Background: an optimization exercise with open tools, aiming at small area, a short achievable clock period and few clock cycles per item. Do not read the settings as production practice. Where RTL was checked, it was by simulation tests only, not by an equivalence proof against the original.

Setup of run C:
Design calc, start of the top module:
module calc (
                  input [7:0]  inpA ,
                  input [7:0]  inpB ,
                  input [01:0] inpOpType ,
                  output[15:0] outC  ,
                  input        iValid ,
                  output       iStall ,
                  input        oStall ,
                  output       oValid ,
                  input        clk ,
                  input        rstn
                  ) ;
   reg         v0, v1, vo, vs ;
   reg  [7:0]  a0, b0 ;
   reg  [1:0]  op0 ;
   reg         dv1 ;           
   reg  [19:0] r1 ;
   reg  [15:0] ro, rs ;
   wire        frz  = vs ;                
   wire        take = ~oStall | ~vo ;     
   wire        sub  = op0[0] ;
   wire [7:0]  bx   = b0 ^ {8{sub}} ;
   wire [8:0]  ac ;
   wire [7:0]  as ;
   assign ac[0] = sub ;
   genvar j ;
   generate
     for (j = 0; j < 8; j = j + 1) begin : g_as
       assign as[j]   = a0[j] ^ bx[j] ^ ac[j] ;
       assign ac[j+1] = (a0[j] & bx[j]) | (a0[j] & ac[j]) | (bx[j] & ac[j]) ;
     end
   endgenerate
   wire        ov   = ac[8] ^ sub ;           
   wire [15:0] r_as = {{7{ov & sub}}, ov, as} ;
   wire [15:0] r_mul ;
   wire m_pp0_0 = a0[0] & b0[0];
   wire m_pp0_1 = a0[0] & b0[1];
   wire m_pp0_2 = a0[0] & b0[2];
   wire m_pp0_3 = a0[0] & b0[3];
   wire m_pp0_4 = a0[0] & b0[4];
   wire m_pp0_5 = a0[0] & b0[5];
   wire m_pp0_6 = a0[0] & b0[6];
   wire m_pp0_7 = a0[0] & b0[7];
   wire m_pp1_0 = a0[1] & b0[0];
   wire m_pp1_1 = a0[1] & b0[1];
   wire m_pp1_2 = a0[1] & b0[2];
   wire m_pp1_3 = a0[1] & b0[3];
   wire m_pp1_4 = a0[1] & b0[4];
   wire m_pp1_5 = a0[1] & b0[5];
   wire m_pp1_6 = a0[1] & b0[6];
   wire m_pp1_7 = a0[1] & b0[7];
   wire m_pp2_0 = a0[2] & b0[0];
   wire m_pp2_1 = a0[2] & b0[1];
   wire m_pp2_2 = a0[2] & b0[2];
   wire m_pp2_3 = a0[2] & b0[3];
   wire m_pp2_4 = a0[2] & b0[4];
   wire m_pp2_5 = a0[2] & b0[5];
   wire m_pp2_6 = a0[2] & b0[6];
   wire m_pp2_7 = a0[2] & b0[7];
   wire m_pp3_0 = a0[3] & b0[0];
   wire m_pp3_1 = a0[3] & b0[1];
   wire m_pp3_2 = a0[3] & b0[2];
   wire m_pp3_3 = a0[3] & b0[3];
   wire m_pp3_4 = a0[3] & b0[4];
   wire m_pp3_5 = a0[3] & b0[5];
   wire m_pp3_6 = a0[3] & b0[6];
   wire m_pp3_7 = a0[3] & b0[7];
   wire m_pp4_0 = a0[4] & b0[0];
   wire m_pp4_1 = a0[4] & b0[1];
  ...
clock: 38.0 ns
lec_check: 0
abc_area: 1
cap_margin: 20
core_margin: 2
core_utilization: 40
cts_buf_list: sky130_fd_sc_hd__clkbuf_8
slew_margin: 20
standard.sh (not shown) runs the stock make flow with config.mk's settings and CLKGATE_MAP_FILE= SYNTH_SCRIPT=/design/flow/synth_recipe.tcl, a recipe that flattens the netlist after the stock synthesis.
==> flow/flow/run.sh <==
#!/bin/bash
set -euo pipefail
R=$(pwd)/orfs/results/sky130hd/calc/base

# the standard synthesis, kept for its register names
bash standard.sh synth > 1_standard_synth.log 2>&1
cp "$R/1_2_yosys.v" std_1_2_yosys.v

# the same synthesis without ABC in Yosys's synth
rm -f "$R/1_2_yosys.v" "$R/1_synth.odb" "$R/1_synth.sdc"
if bash standard.sh SYNTH_ARGS=-noabc "$R/1_2_yosys.v" > 2_noabc_synth.log 2>&1 &&
   python3 flow/rename_regs.py std_1_2_yosys.v "$R/1_2_yosys.v" renamed_1_2_yosys.v > 3_rename.log 2>&1; then
  cp renamed_1_2_yosys.v "$R/1_2_yosys.v"
else
  echo "no-abc synthesis not used" >> 3_rename.log
  cp std_1_2_yosys.v "$R/1_2_yosys.v"
fi
touch "$R/1_2_yosys.v"

bash standard.sh BUFFER_PORTS_ARGS="-buffer_cell sky130_fd_sc_hd__buf_2" SETUP_SLACK_MARGIN=29.55 finish > 4_layout.log 2>&1
Other scripts of this flow, unchanged in this note and not shown: flow/flow/rename_regs.py
Changes in run D relative to run C:
--- a/flow/design.v
+++ b/flow/design.v
@@ -2,31 +2,32 @@
                   input [7:0]  inpA ,
                   input [7:0]  inpB ,
                   input [01:0] inpOpType ,
                   output[15:0] outC  ,
                   input        iValid ,
                   output       iStall ,
                   input        oStall ,
                   output       oValid ,
                   input        clk ,
                   input        rstn
                   ) ;
    reg         v0, v1, vo, vs ;
+   reg         nvo, nvs ;
    reg  [7:0]  a0, b0 ;
    reg  [1:0]  op0 ;
    reg         dv1 ;           
    reg  [19:0] r1 ;
    reg  [15:0] ro, rs ;
-   wire        frz  = vs ;                
-   wire        take = ~oStall | ~vo ;     
+   wire        frz  = ~nvs ;              
+   wire        take = ~oStall | nvo ;     
    wire        sub  = op0[0] ;
    wire [7:0]  bx   = b0 ^ {8{sub}} ;
    wire [8:0]  ac ;
    wire [7:0]  as ;
    assign ac[0] = sub ;
    genvar j ;
    generate
      for (j = 0; j < 8; j = j + 1) begin : g_as
        assign as[j]   = a0[j] ^ bx[j] ^ ac[j] ;
        assign ac[j+1] = (a0[j] & bx[j]) | (a0[j] & ac[j]) | (bx[j] & ac[j]) ;
      end
    endgenerate
@@ -397,49 +398,53 @@
    assign dl0_d[1] = dl1_r0 ^ b1[1] ^ dl0_br[1] ;
    assign dl0_d[2] = dl1_r1 ^ b1[2] ^ dl0_br[2] ;
    assign dl0_d[3] = dl1_r2 ^ b1[3] ^ dl0_br[3] ;
    assign dl0_d[4] = dl1_r3 ^ b1[4] ^ dl0_br[4] ;
    assign dl0_d[5] = dl1_r4 ^ b1[5] ^ dl0_br[5] ;
    assign dl0_d[6] = dl1_r5 ^ b1[6] ^ dl0_br[6] ;
    assign dl0_d[7] = dl1_r6 ^ b1[7] ^ dl0_br[7] ;
    wire dl0_q = dl0_hz & ~dl0_br[8] ;
    wire [15:0] res = dv1 ? ((b1 == 8'd0) ? 16'd0 : {8'd0, r1[11:8], {dl3_q, dl2_q, dl1_q, dl0_q}})
                          : r1[15:0] ;
    reg         vo_n, vs_n ;
    always @* begin
-     vo_n = vo ;
+     vo_n = ~nvo ;
      vs_n = frz ;
      if (take) begin
        if (frz) begin
          vo_n = 1'b1 ;
          vs_n = 1'b0 ;
        end
        else vo_n = v1 ;
      end
      else if (!frz) vs_n = v1 ;
    end
 always @(posedge clk or negedge rstn) begin
   if (!rstn) begin
     v0  <= 1'b0 ;
     v1  <= 1'b0 ;
     vo  <= 1'b0 ;
     vs  <= 1'b0 ;
+    nvo <= 1'b1 ;
+    nvs <= 1'b1 ;
   end
   else begin
     if (!frz) begin
       v0 <= iValid ;
       v1 <= v0 ;
     end
     vo  <= vo_n ;
     vs  <= vs_n ;
+    nvo <= ~vo_n ;
+    nvs <= ~vs_n ;
   end
 end
 always @(posedge clk) begin
   if (!frz) begin
     a0  <= inpA ;
     b0  <= inpB ;
     op0 <= inpOpType ;
     dv1 <= dv0 ;
     r1  <= r1_n ;
   end
   if (take) ro <= frz ? rs : res ;
   if (!frz) rs <= res ;
==> run summary <==
Run D vs. run C: core utilization went down by 1.3 points. Compared with run C, synthesized cell count in run D increased by a few percent. Diff run C and run D: fraction of the cycle the final worst path needs higher in run C. The run with more routed wire is run D, not run C. Compared with run C, run D shows a higher area of the mapped netlist. The flow did not stop early for run D: all stages ran, and the layout cleared the timing, design-rule and antenna checks.
Testbench counts of run D, summed over its fixed seeds: cycles 12,024, items 12,000.
For run C, only the layout was checked, not whether the RTL still works.

## static timing again, ports no longer ideal
The results above use ideal ports. As a check the final layouts listed here were re-extracted and re-timed, cells and wires unchanged.
Step 1 (the two cells are an assumption about what drives the block):
set clk [get_ports {clk}]
set_driving_cell -lib_cell sky130_fd_sc_hd__clkbuf_16 $clk
set_driving_cell -lib_cell sky130_fd_sc_hd__buf_2 [delete_from_list [all_inputs] $clk]
Step 2 moves the port delays by t, midway between the first and last clock arrival at a register: inputs arrive t later, outputs are due t later. That takes back most of the time a late clock gives input paths.
Three values: no drivers, after step 1, after step 2; two values: the first two.
| run | shift t [ns] | setup WS [ns] | clock arrival spread, ns |
|---|---|---|---|
| run C | 0.402 | 29.428 / 29.395 / 29.417 | 0.031 / 0.030 |
| run D | 0.397 | 29.504 / 29.470 / 29.404 | 0.025 / 0.025 |
After both steps every run listed still meets setup and hold. For run D, which loses most, drivers alone change the setup slack by -0.034 ns; drivers and shift together by -0.100 ns.
